This is an optimization exercise on Yosys and OpenROAD, whose aim is small area, not a production implementation. The RTL was checked by simulation tests, not by an equivalence proof against the original design.

quartz:
==> flow/design.v <==
module PipelinedProcessor(
    input clk, reset,
    input [31:0] instruction_in,  
    input [31:0] data_in,         
    output reg [31:0] data_out,   
    output reg [31:0] address_out  
);
    reg [31:0] register_file[0:15];
    reg [3:0] d_rd;
    reg [3:0] d_rs_lo, d_rs_hi, d_rt_lo, d_rt_hi;
    reg [15:0] d_imm;
    reg d_sub, d_and, d_ld;         
    reg d_wr;                       
    wire [3:0] opcode = instruction_in[31:28];
    always @(posedge clk) begin
        d_rs_lo <= 4'b1 << instruction_in[25:24];
        d_rs_hi <= 4'b1 << instruction_in[27:26];
        d_rt_lo <= 4'b1 << instruction_in[21:20];
        d_rt_hi <= 4'b1 << instruction_in[23:22];
        d_rd <= instruction_in[19:16];
        d_imm <= instruction_in[15:0];
        d_sub <= opcode == 4'b0001;
        d_and <= opcode == 4'b0010;
    end
    always @(posedge clk or posedge reset) begin
        if (reset) begin
            d_wr <= 0;
            d_ld <= 0;
        end else begin
            d_wr <= opcode == 4'b0000 || opcode == 4'b0001 ||
                    opcode == 4'b0010 || opcode == 4'b1000;
            d_ld <= opcode == 4'b1000;
        end
    end
    reg [15:0] sel_a, sel_b;
    integer k;
    always @(*)
        for (k = 0; k < 16; k = k + 1) begin
            sel_a[k] = d_rs_hi[k / 4] & d_rs_lo[k % 4];
            sel_b[k] = d_rt_hi[k / 4] & d_rt_lo[k % 4];
        end
    reg [31:0] a, rb;
    integer i;
    always @(*) begin
        a = 0;
        rb = 0;
        for (i = 0; i < 16; i = i + 1) begin
            a = a | ({32{sel_a[i]}} & register_file[i]);
            rb = rb | ({32{sel_b[i]}} & register_file[i]);
        end
    end
    wire [31:0] b = d_ld ? {16'b0, d_imm} : rb;
    localparam K = 12;
    localparam H = 32 - K;
    wire [K-1:0] b_lo = d_sub ? ~b[K-1:0] : b[K-1:0];
    wire [K:0] sum_lo = {1'b0, a[K-1:0]} + {1'b0, b_lo} + {{K{1'b0}}, d_sub};
    wire [K-1:0] res_lo = d_and ? (a[K-1:0] & b[K-1:0]) : sum_lo[K-1:0];
    reg [K-1:0] e_lo;
    reg [H-1:0] e_ahi, e_bhi;
    reg e_c;
    reg [31:0] w_res;
    reg [3:0] e_rd, m_rd, w_rd;
    reg e_wr, m_wr, w_wr;
    reg e_ld, m_ld, w_ld;
    wire [H-1:0] res_hi = e_ahi + e_bhi + {{(H-1){1'b0}}, e_c};
    always @(posedge clk) begin
        e_lo <= res_lo;
        e_c <= sum_lo[K] & ~d_and;
        e_ahi <= d_and ? (a[31:K] & b[31:K]) : a[31:K];
        e_bhi <= d_and ? {H{1'b0}} : d_sub ? ~b[31:K] : b[31:K];
        w_res <= address_out;
        address_out <= e_wr ? {res_hi, e_lo} : 32'b0;
        e_rd <= d_rd;
        m_rd <= e_rd;
        w_rd <= m_rd;
    end
    always @(posedge clk or posedge reset) begin
        if (reset) begin
            e_wr <= 0; m_wr <= 0; w_wr <= 0;
            e_ld <= 0; m_ld <= 0; w_ld <= 0;
            data_out <= 0;
        end else begin
            e_wr <= d_wr;
            m_wr <= e_wr;
            w_wr <= m_wr;
            e_ld <= d_ld;
            m_ld <= e_ld;
            w_ld <= m_ld;
            if (m_ld)
                data_out <= data_in;
        end
    end
    always @(posedge clk) begin
        if (w_wr)
            register_file[w_rd] <= w_ld ? data_out : w_res;
    end
endmodule
==> flow/config.mk <==
export PLATFORM = sky130hd
export DESIGN_NAME = PipelinedProcessor
export DESIGN_NICKNAME = PipelinedProcessor
export VERILOG_FILES = /design/flow/design.v
export SDC_FILE = /design/flow/constraint.sdc
export NUM_CORES = 4
export LEC_CHECK = 0
export CAP_MARGIN = 20
export CORE_MARGIN = 2
export CORE_UTILIZATION = 55
export GPL_TIMING_DRIVEN = 0
export SETUP_SLACK_MARGIN = 0.15
export SLEW_MARGIN = 20
==> flow/constraint.sdc <==
create_clock -name core_clock -period 5.0 [get_ports {clk}]
set_input_delay 1.0000 -clock core_clock [delete_from_list [all_inputs] [get_ports {clk}]]
set_output_delay 1.0000 -clock core_clock [all_outputs]
set_load 0.01 [all_outputs]
standard.sh (not shown) runs the stock make flow with config.mk's settings and CLKGATE_MAP_FILE= SYNTH_SCRIPT=/design/flow/synth_recipe.tcl, a recipe that flattens the netlist after the stock synthesis.
==> flow/flow/run.sh <==
#!/bin/bash
# The standard layout (standard.sh, synthesis included) with these changes to
# how it is made:
#  - before global placement the buffers synthesis inserted are removed
#    (pre_gpl.tcl), so that the resizer buffers those nets itself;
#  - the resizer may swap a cell for one of another footprint
#    (MATCH_CELL_FOOTPRINT=0);
#  - port buffers use the smallest buffer, sky130_fd_sc_hd__buf_1;
#  - clock tree synthesis inserts no dummy loads and builds the tree from
#    clkbuf_8 cells with sink clusters of up to 16 flip-flops.
# The make output goes to standard_make.log; each step's log is under orfs/logs.
set -euo pipefail
here=$(cd "$(dirname "$0")" && pwd)
export PRE_GLOBAL_PLACE_TCL="$here/pre_gpl.tcl"
export BUFFER_PORTS_ARGS="-buffer_cell sky130_fd_sc_hd__buf_1"
export CTS_ARGS="-sink_clustering_enable -repair_clock_nets -dont_use_dummy_load -buf_list sky130_fd_sc_hd__clkbuf_8 -sink_clustering_size 16 -sink_clustering_max_diameter 60"
bash standard.sh MATCH_CELL_FOOTPRINT=0 finish > standard_make.log 2>&1
==> flow/flow/pre_gpl.tcl <==
remove_buffers
quartz: flow completed, timing, DRC and antenna clean
Edits applied to the flow inputs when going from quartz to zinc:
- a change of GPL_TIMING_DRIVEN from 0 to 1
==> comparison <==
The standard cells in zinc occupy less silicon area than those in quartz do.
Looking at count of inserted antenna diode cells, zinc sits 2 above quartz.
zinc: multi-input logic portion of the cell area 0.19 points above quartz
Cmp zinc and quartz / portion of the clock cycle consumed by the worst path in the final layout / lower: zinc
Between zinc and quartz, the sequential share of cell area is lower for quartz.
zinc vs quartz, instance count: zinc higher
Re number of setup buffers added after CTS: no difference whatsoever between quartz and zinc.
Delta (zinc minus quartz): layout-stage area growth over the synthesis result moved down, critical-path maximum fanout decreased by 5 relative to the old numbers.

afterwards: timing with drivers on the ports:
The flow's constraints put no driver on any port. The routed layouts listed below were extracted and timed again, unchanged, in two steps. Step 1, drivers: a clkbuf_16 drives clk and a buf_2 each remaining input, both assumed. Step 2 times the ports against the registers' clock, not the clock port: input delays grow and output delays shrink by t, the midpoint of the rising clock arrivals with the driver on. Slacks: ideal ports / drivers / drivers and shift; pairs: ideal ports / drivers.
run | shift t [ns] | setup slack, ns | worst hold slack (ns)
quartz | 0.764 | 0.422 / 0.422 / 0.422 | 0.186 / 0.143 / 0.335
zinc | 0.740 | 0.449 / 0.449 / 0.449 | 0.333 / 0.333 / 0.333
After both steps setup and hold are still met in every run listed.
